Source: an optimization exercise on an open RTL-to-GDS flow (aim: small area, a short achievable clock period and few clock cycles per item). Production flows keep margins and buffers that such runs may drop. Only simulation tests tie the RTL to the original design; equivalence was not proved.

==> 03-12 <==
// ntt256
module ntt256 (
    input  wire        clk,
    input  wire        rst_n,
    input  wire        start,
    output wire        done,
    output wire [7:0]  ram_addr_a,
    output wire        ram_we_a,
    output wire [23:0] ram_wdata_a,
    input  wire [23:0] ram_rdata_a,
    output wire [7:0]  ram_addr_b,
    output wire        ram_we_b,
    output wire [23:0] ram_wdata_b,
    input  wire [23:0] ram_rdata_b
);
    ntt_core #( .WIDTH(24) ) u_ntt (
        .clk(clk), .rst_n(rst_n), .start(start), .done(done),
        .ram_addr_a(ram_addr_a), .ram_we_a(ram_we_a), .ram_wdata_a(ram_wdata_a), .ram_rdata_a(ram_rdata_a),
        .ram_addr_b(ram_addr_b), .ram_we_b(ram_we_b), .ram_wdata_b(ram_wdata_b), .ram_rdata_b(ram_rdata_b)
    );
endmodule
Settings: LEC_CHECK=0, ABC_AREA=1, CAP_MARGIN=20, CORE_MARGIN=2, CORE_UTILIZATION=40, SLEW_MARGIN=20, SYNTH_MEMORY_MAX_BITS=8192; clock period 10.0 ns.
standard.sh (not shown) runs the stock make flow with config.mk's settings and CLKGATE_MAP_FILE= SYNTH_SCRIPT=/design/flow/synth_recipe.tcl, a recipe that flattens the netlist after the stock synthesis.
==> flow/flow/run.sh <==
#!/bin/bash
# Standard layout (the standard.sh), with timing repair aiming for 6.5 ns of setup slack.
set -euo pipefail
bash standard.sh SETUP_SLACK_MARGIN=6.5 finish > standard_flow.log 2>&1
==> 11-23 (differences from 03-12) <==
--- a/flow/design.v
+++ b/flow/design.v
@@ -1067,13 +1067,58 @@
     wire n43 = r[21] ^ 1'b1;
     wire n44 = r[21] & 1'b1;
     wire n45 = r[22] ^ 1'b1;
     wire n46 = r[22] & 1'b1;
     wire [25:0] s = {1'b1, 1'b1, n46, n44, n42, n40, n38, n36, n34, n32, n30, n28, n26, n24, n22, n20, n18, n16, n14, n12, n10, n8, n6, n4, n2, n1} + {1'b0, 1'b0, 1'b1, n45, n43, n41, n39, n37, n35, n33, n31, n29, n27, n25, n23, n21, n19, n17, n15, n13, n11, n9, n7, n5, n3, 1'b1};
     wire [25:0] sm = {1'b1, 1'b1, 1'b1, r[22], r[21], r[20], r[19], r[18], r[17], r[16], r[15], r[14], r[13], r[12], r[11], r[10], r[9], r[8], r[7], r[6], r[5], r[4], r[3], r[2], r[1], r[0]} + {1'b0, 1'b0, 1'b0, 1'b0, 1'b0, 1'b0, 1'b0, 1'b0, 1'b0, r[26], r[25], r[24], r[23], 1'b1, 1'b1, 1'b1, 1'b1, 1'b1, 1'b1, 1'b1, 1'b1, 1'b1, ~r[26], ~r[25], ~r[24], ~r[23]};
-    assign t = sm[25] ? s[22:0] : sm[22:0];
+    wire n47 = r[1] ^ ~r[24];
+    wire n48 = r[1] & ~r[24];
+    wire n49 = r[2] ^ ~r[25];
+    wire n50 = r[2] & ~r[25];
+    wire n51 = r[3] ^ ~r[26];
+    wire n52 = r[3] & ~r[26];
+    wire n53 = r[4] ^ 1'b1;
+    wire n54 = r[4] & 1'b1;
+    wire n55 = r[5] ^ 1'b1;
+    wire n56 = r[5] & 1'b1;
+    wire n57 = r[6] ^ 1'b1;
+    wire n58 = r[6] & 1'b1;
+    wire n59 = r[7] ^ 1'b1;
+    wire n60 = r[7] & 1'b1;
+    wire n61 = r[8] ^ 1'b1;
+    wire n62 = r[8] & 1'b1;
+    wire n63 = r[9] ^ 1'b1;
+    wire n64 = r[9] & 1'b1;
+    wire n65 = r[10] ^ 1'b1;
+    wire n66 = r[10] & 1'b1;
+    wire n67 = r[11] ^ 1'b1;
+    wire n68 = r[11] & 1'b1;
+    wire n69 = r[12] ^ 1'b1;
+    wire n70 = r[12] & 1'b1;
+    wire n71 = r[13] ^ r[23];
+    wire n72 = r[13] & r[23];
+    wire n73 = r[14] ^ r[24] ^ 1'b1;
+    wire n74 = (r[14] & r[24]) | (r[14] & 1'b1) | (r[24] & 1'b1);
+    wire n75 = r[15] ^ r[25] ^ 1'b1;
+    wire n76 = (r[15] & r[25]) | (r[15] & 1'b1) | (r[25] & 1'b1);
+    wire n77 = r[16] ^ r[26] ^ 1'b1;
+    wire n78 = (r[16] & r[26]) | (r[16] & 1'b1) | (r[26] & 1'b1);
+    wire n79 = r[17] ^ 1'b1;
+    wire n80 = r[17] & 1'b1;
+    wire n81 = r[18] ^ 1'b1;
+    wire n82 = r[18] & 1'b1;
+    wire n83 = r[19] ^ 1'b1;
+    wire n84 = r[19] & 1'b1;
+    wire n85 = r[20] ^ 1'b1;
+    wire n86 = r[20] & 1'b1;
+    wire n87 = r[21] ^ 1'b1;
+    wire n88 = r[21] & 1'b1;
+    wire n89 = r[22] ^ 1'b1;
+    wire n90 = r[22] & 1'b1;
+    wire [25:0] sp = {1'b0, 1'b0, n90, n88, n86, n84, n82, n80, n78, n76, n74, n72, n70, n68, n66, n64, n62, n60, n58, n56, n54, n52, n50, n48, n47, r[0]} + {1'b0, 1'b0, 1'b0, n89, n87, n85, n83, n81, n79, n77, n75, n73, n71, n69, n67, n65, n63, n61, n59, n57, n55, n53, n51, n49, 1'b1, ~r[23]};
+    assign t = s[25] ? sp[22:0] : (sm[25] ? s[22:0] : sm[22:0]);
 endmodule
 module modq_addsub (
     input  wire [22:0] u,
     input  wire [22:0] t,
     output wire [22:0] x,
     output wire [22:0] y
@@ -1502,28 +1547,28 @@
     output reg  [7:0]    ram_addr_b,
     output reg           ram_we_b,
     output wire [WIDTH-1:0] ram_wdata_b,
     input  wire [WIDTH-1:0] ram_rdata_b
 );
     localparam [22:0] Q = 23'd8380417;
-    localparam [10:0] T_END = 11'd1039;    
+    localparam [10:0] T_END = 11'd1040;    
     function [7:0] rd_addr(input [1:0] P, input [5:0] g, input [1:0] k);
         begin
             case (P)
-                2'd0: rd_addr = {k[0], k[1], g[2], g[3], g[4], g[5], g[1], ~(g[0] ^ g[1])};
-                2'd1: rd_addr = {g[5], g[4], k[0], k[1], g[1], ~(g[0] ^ g[1]), g[3], g[2]};
+                2'd0: rd_addr = {k[0], k[1], g[2], g[3], g[4], g[5], g[1], g[0]};
+                2'd1: rd_addr = {g[5], g[4], k[0], k[1], g[1], g[0], g[3], g[2]};
                 2'd2: rd_addr = {g[5], g[4], k[1], k[0], g[1], g[0], g[3], g[2]};
                 2'd3: rd_addr = {k[1], k[0], g[1], g[0], g[5], g[4], g[3], g[2]};
             endcase
         end
     endfunction
     function [7:0] wr_addr(input [1:0] P, input [5:0] g, input [1:0] k);
         begin
             case (P)
-                2'd0: wr_addr = {~(g[0] ^ g[1]), g[1], g[2], g[3], g[4], g[5], k[1], k[0]};
-                2'd1: wr_addr = {g[5], g[4], ~(g[0] ^ g[1]), g[1], k[1], k[0], g[3], g[2]};
+                2'd0: wr_addr = {g[0], g[1], g[2], g[3], g[4], g[5], k[1], k[0]};
+                2'd1: wr_addr = {g[5], g[4], g[0], g[1], k[1], k[0], g[3], g[2]};
                 2'd2: wr_addr = {g[5], g[4], k[1], k[0], g[1], g[0], g[3], g[2]};
                 2'd3: wr_addr = {k[1], k[0], g[1], g[0], g[5], g[4], g[3], g[2]};
             endcase
         end
     endfunction
     function [7:0] tw_exp(input [1:0] P, input [5:0] g, input [1:0] sel);
@@ -1549,56 +1594,54 @@
                 2'd3: tw_exp = (sel == 2'd0) ? (((m << 1) | 8'd1) << 1) :
                              (sel == 2'd1) ? (((m << 1) | 8'd1) << 0) :
                                              (((m << 1) | 8'd129) << 0);
             endcase
         end
     endfunction
-    localparam [7:0] IDLE_B = 8'd193;     
     reg         running;
     reg  [10:0] t;
     wire [10:0] n   = t + 11'd1;          
     wire [1:0]  ph  = n[1:0];
     wire [8:0]  qn  = n[10:2];
-    wire [8:0]  g1  = qn - 9'd1;
-    wire [8:0]  g2  = qn - 9'd2;
-    wire [8:0]  g3  = qn - 9'd3;
-    wire [8:0]  g4  = qn - 9'd4;
+    wire [8:0]  gw  = qn - 9'd4;          
+    wire        rd_ok = (qn < 9'd256);
+    wire        wr_ok = (qn >= 9'd4) && (qn < 9'd260);
     reg  [7:0] nxt_a, nxt_b;
     reg        nxt_we;
     always @(*) begin
         nxt_a  = 8'd0;
-        nxt_b  = IDLE_B;
+        nxt_b  = 8'd128;
         nxt_we = 1'b0;
         case (ph)
-            2'd0: begin
-                if (!qn[8]) nxt_b = rd_addr(qn[7:6], qn[5:0], 2'd3);
-                if (!g1[8]) nxt_a = rd_addr(g1[7:6], g1[5:0], 2'd2);
+            2'd0: if (rd_ok) begin
+                nxt_a = rd_addr(qn[7:6], qn[5:0], 2'd0);
+                nxt_b = rd_addr(qn[7:6], qn[5:0], 2'd1);
             end
-            2'd1: begin
-                if (!g1[8]) nxt_b = rd_addr(g1[7:6], g1[5:0], 2'd1);
-                if (!g2[8]) nxt_a = rd_addr(g2[7:6], g2[5:0], 2'd0);
+            2'd2: if (rd_ok) begin
+                nxt_a = rd_addr(qn[7:6], qn[5:0], 2'd2);
+                nxt_b = rd_addr(qn[7:6], qn[5:0], 2'd3);
             end
-            2'd3: if (!g3[8]) begin
-                nxt_a  = wr_addr(g3[7:6], g3[5:0], 2'd0);
-                nxt_b  = wr_addr(g3[7:6], g3[5:0], 2'd2);
+            2'd1: if (wr_ok) begin
+                nxt_a  = wr_addr(gw[7:6], gw[5:0], 2'd0);
+                nxt_b  = wr_addr(gw[7:6], gw[5:0], 2'd2);
                 nxt_we = 1'b1;
             end
-            default: if (!g4[8]) begin
-                nxt_a  = wr_addr(g4[7:6], g4[5:0], 2'd1);
-                nxt_b  = wr_addr(g4[7:6], g4[5:0], 2'd3);
+            default: if (wr_ok) begin
+                nxt_a  = wr_addr(gw[7:6], gw[5:0], 2'd1);
+                nxt_b  = wr_addr(gw[7:6], gw[5:0], 2'd3);
                 nxt_we = 1'b1;
             end
         endcase
     end
     always @(posedge clk or negedge rst_n) begin
         if (!rst_n) begin
             running    <= 1'b0;
             done       <= 1'b0;
             t          <= 11'd0;
             ram_addr_a <= 8'd0;
-            ram_addr_b <= IDLE_B;
+            ram_addr_b <= 8'd128;
             ram_we_a   <= 1'b0;
             ram_we_b   <= 1'b0;
         end else begin
             ram_addr_a <= nxt_a;
             ram_addr_b <= nxt_b;
             ram_we_a   <= nxt_we & running;
@@ -1622,62 +1665,67 @@
     wire [1:0]  phe = te[1:0];
     reg  [8:0]  ge;
     reg  [1:0]  sel;
     always @(*) begin
         case (phe)
             2'd3:    begin ge = te[10:2];          sel = 2'd0; end
-            2'd0:    begin ge = te[10:2] - 9'd2;   sel = 2'd0; end
-            2'd2:    begin ge = te[10:2] - 9'd2;   sel = 2'd1; end
+            2'd1:    begin ge = te[10:2] - 9'd1;   sel = 2'd0; end
+            2'd0:    begin ge = te[10:2] - 9'd3;   sel = 2'd1; end
             default: begin ge = te[10:2] - 9'd3;   sel = 2'd2; end
         endcase
     end
     reg  [7:0]  e;
     reg  [22:0] wr;
     reg  [35:0] w;                    
     wire [22:0] rom_w;
     wire [35:0] w_enc;
     g1_rom   u_rom  ( .e(e), .w(rom_w) );
     booth_enc u_enc ( .b(wr), .bd(w_enc) );
     reg  [22:0] rd_a, rd_b;           
-    reg  [22:0] v;                    
-    reg  [22:0] ua;                   
-    reg  [22:0] h1, h2, h3;           
+    reg  [22:0] u, v;                 
+    reg  [22:0] h0, h1, h2, h3;       
+    reg  [22:0] u1, u2, u3, u4;
     reg  [45:0] ms, mc;               
     reg  [45:0] prod;
     reg  [26:0] r1;
     reg  [22:0] tm;
     reg  [22:0] x, y;
     wire [26:0] fold1_out;
     wire [22:0] fold2_out;
     wire [22:0] add_out, sub_out;
     wire [45:0] mul_s, mul_c;
     mul_cs     u_mul   ( .a(v), .bd(w), .s(mul_s), .c(mul_c) );
     modq_fold1 u_fold1 ( .p(prod), .r(fold1_out) );
     modq_fold2 u_fold2 ( .r(r1), .t(fold2_out) );
-    modq_addsub u_as   ( .u(ua), .t(tm), .x(add_out), .y(sub_out) );
+    modq_addsub u_as   ( .u(u4), .t(tm), .x(add_out), .y(sub_out) );
     always @(posedge clk) begin
         e    <= tw_exp(ge[7:6], ge[5:0], sel);
         wr   <= rom_w;
         w    <= w_enc;
         rd_a <= ram_rdata_a[22:0];
         rd_b <= ram_rdata_b[22:0];
         case (ph)
-            2'd2:    begin v <= h2;   ua <= x;    end
-            2'd1:    begin v <= h3;   ua <= h1;   end
-            default: begin v <= rd_b; ua <= rd_a; end
+            2'd0:    begin u <= h0;   v <= h2;   end
+            2'd2:    begin u <= h2;   v <= h3;   end
+            default: begin u <= rd_a; v <= rd_b; end
         endcase
         case (t[1:0])
-            2'd0: begin h2 <= x; h3 <= y; end
-            2'd1: begin h1 <= y; end
+            2'd0: begin h0 <= x; h1 <= y; end
+            2'd2: begin h2 <= x; h3 <= y; end
+            2'd3: begin h2 <= h1; end
             default: ;
         endcase
         ms   <= mul_s;
         mc   <= mul_c;
+        u1   <= u;
         prod <= ms + mc;
+        u2   <= u1;
         r1   <= fold1_out;
+        u3   <= u2;
         tm   <= fold2_out;
+        u4   <= u3;
         x    <= add_out;
         y    <= sub_out;
     end
     assign ram_wdata_a = {1'b0, x};
     assign ram_wdata_b = {1'b0, y};
 endmodule
Settings changed: ABC_AREA 1 to unset, CORE_UTILIZATION 40 to 60, PLACE_DENSITY set to 0.75.
==> 12-09 (differences from 03-12) <==
==> flow/flow/run.sh (replaced) <==
#!/bin/bash
# Standard layout (the standard.sh), with timing repair aiming for 6.0 ns of setup slack.
set -euo pipefail
bash standard.sh SETUP_SLACK_MARGIN=6.0 finish > standard_flow.log 2>&1
==> results.txt <==
- 11-23 produced a clean layout. 12-09 produced a clean layout. 03-12 completed with no timing, DRC or antenna violations.
- Die area is the same in 03-12 and 12-09.
- In area after synthesis, 03-12 and 12-09 do not differ.
- Global-route usage: 11-23 > 03-12 > 12-09.
- Clock-buffer cell count: 12-09 is lower than 11-23 (13).
- The lowest critical path depth belongs to 11-23, the highest to 12-09.
- In 03-12 the flip-flop and latch count is lower than in 11-23, by 115.
- Between 03-12 and 12-09, the lower utilization is in 12-09 (gap 2.9 points).
- Register-to-register slack: 12-09 < 03-12 < 11-23.
- The highest clock skew belongs to 03-12, the lowest to 11-23.
- Routed wire length: 03-12 > 12-09 > 11-23.
Testbench counts of 03-12, summed over its fixed seeds: cycles 18,702, ntts 18.
Testbench counts of 11-23, summed over its fixed seeds: cycles 18,720, ntts 18.
Testbench counts of 12-09, summed over its fixed seeds: cycles 18,702, ntts 18.

* * *

==> run K <==
Another version of the RTL of ntt256 (not shown whole).
export LEC_CHECK = 0
export ABC_AREA = 1
export CAP_MARGIN = 20
export CORE_MARGIN = 2
export CORE_UTILIZATION = 40
export SLEW_MARGIN = 20
create_clock -name core_clock -period 10.0 [get_ports {clk}]
==> flow/flow/run.sh <==
#!/bin/bash
# Standard layout (the standard.sh), with timing repair aiming for 6.8 ns of setup slack.
set -euo pipefail
bash standard.sh SETUP_SLACK_MARGIN=6.8 finish > standard_flow.log 2>&1
==> run H: changes against run K <==
--- a/flow/config.mk
+++ b/flow/config.mk
@@ -8,5 +8,5 @@
 export ABC_AREA = 1
 export CAP_MARGIN = 20
 export CORE_MARGIN = 2
-export CORE_UTILIZATION = 40
+export CORE_UTILIZATION = 50
 export SLEW_MARGIN = 20
==> qor summary <==
Result of the run: run H finished clean; run K finished clean
Total Die Area: run H 91300 sq um; run K 114000 sq um
Y dimension of the die: run H 302 um; run K 337 um
Final layout net count: run H 6610; run K 6590
Area added between synthesis and finish: run H 19.5%; run K 19.3%
Critical R2R Capture: run H u_ntt.mc[29]; run K u_ntt.wr[12]
Non-clock inverter count: run H 851; run K 844
Global-route wire length before repair: run H 282 mm; run K 286 mm
Largest net degree at the start of global routing: run H 109; run K 66
Cts bufs inserted: run H 58; run K 61
Cell row count: run H 109; run K 122
Routed vias: run H 44700; run K 43500
RePlAce Congestion: run H 1.06; run K 1.02
Worst-case clock skew: run H 0.0446 ns; run K 0.0542 ns
Area of the placeable core: run H 88200 sq um; run K 111000 sq um
Final Util: run H 60.2%; run K 48.0%
Testbench counts of run K, summed over its fixed seeds: cycles 18,702, ntts 18.
Testbench counts of run H, summed over its fixed seeds: cycles 18,702, ntts 18.

## afterwards: timing with drivers on the ports
In the flow no input, the clock included, has a driving cell. The finished layouts below were timed again as built, in two steps.
Step 1, drivers: a clkbuf_16 drives clk and a buf_2 each remaining input, both assumed.
Step 2 also shifts input and output timing later by t, the mid clock arrival at the registers, as if the neighbouring blocks saw the same clock.
Three values: ideal ports, drivers, drivers and shift; two values: the first two.
run | shift t [ns] | setup WS [ns] | worst register clock-pin slew, ns
03-12 | 0.730 | 6.275 / 6.275 / 6.275 | 0.08 / 0.08
11-23 | 0.686 | 6.322 / 6.322 / 6.322 | 0.07 / 0.07
12-09 | 0.722 | 5.899 / 5.899 / 5.899 | 0.07 / 0.07
run K | 0.734 | 6.556 / 6.556 / 6.556 | 0.07 / 0.07
run H | 0.750 | 6.351 / 6.351 / 6.308 | 0.07 / 0.07
After both steps every run listed still meets setup and hold. The setup slack of run H, which loses most, moves by 0.000 ns with the drivers and by -0.043 ns with both steps.
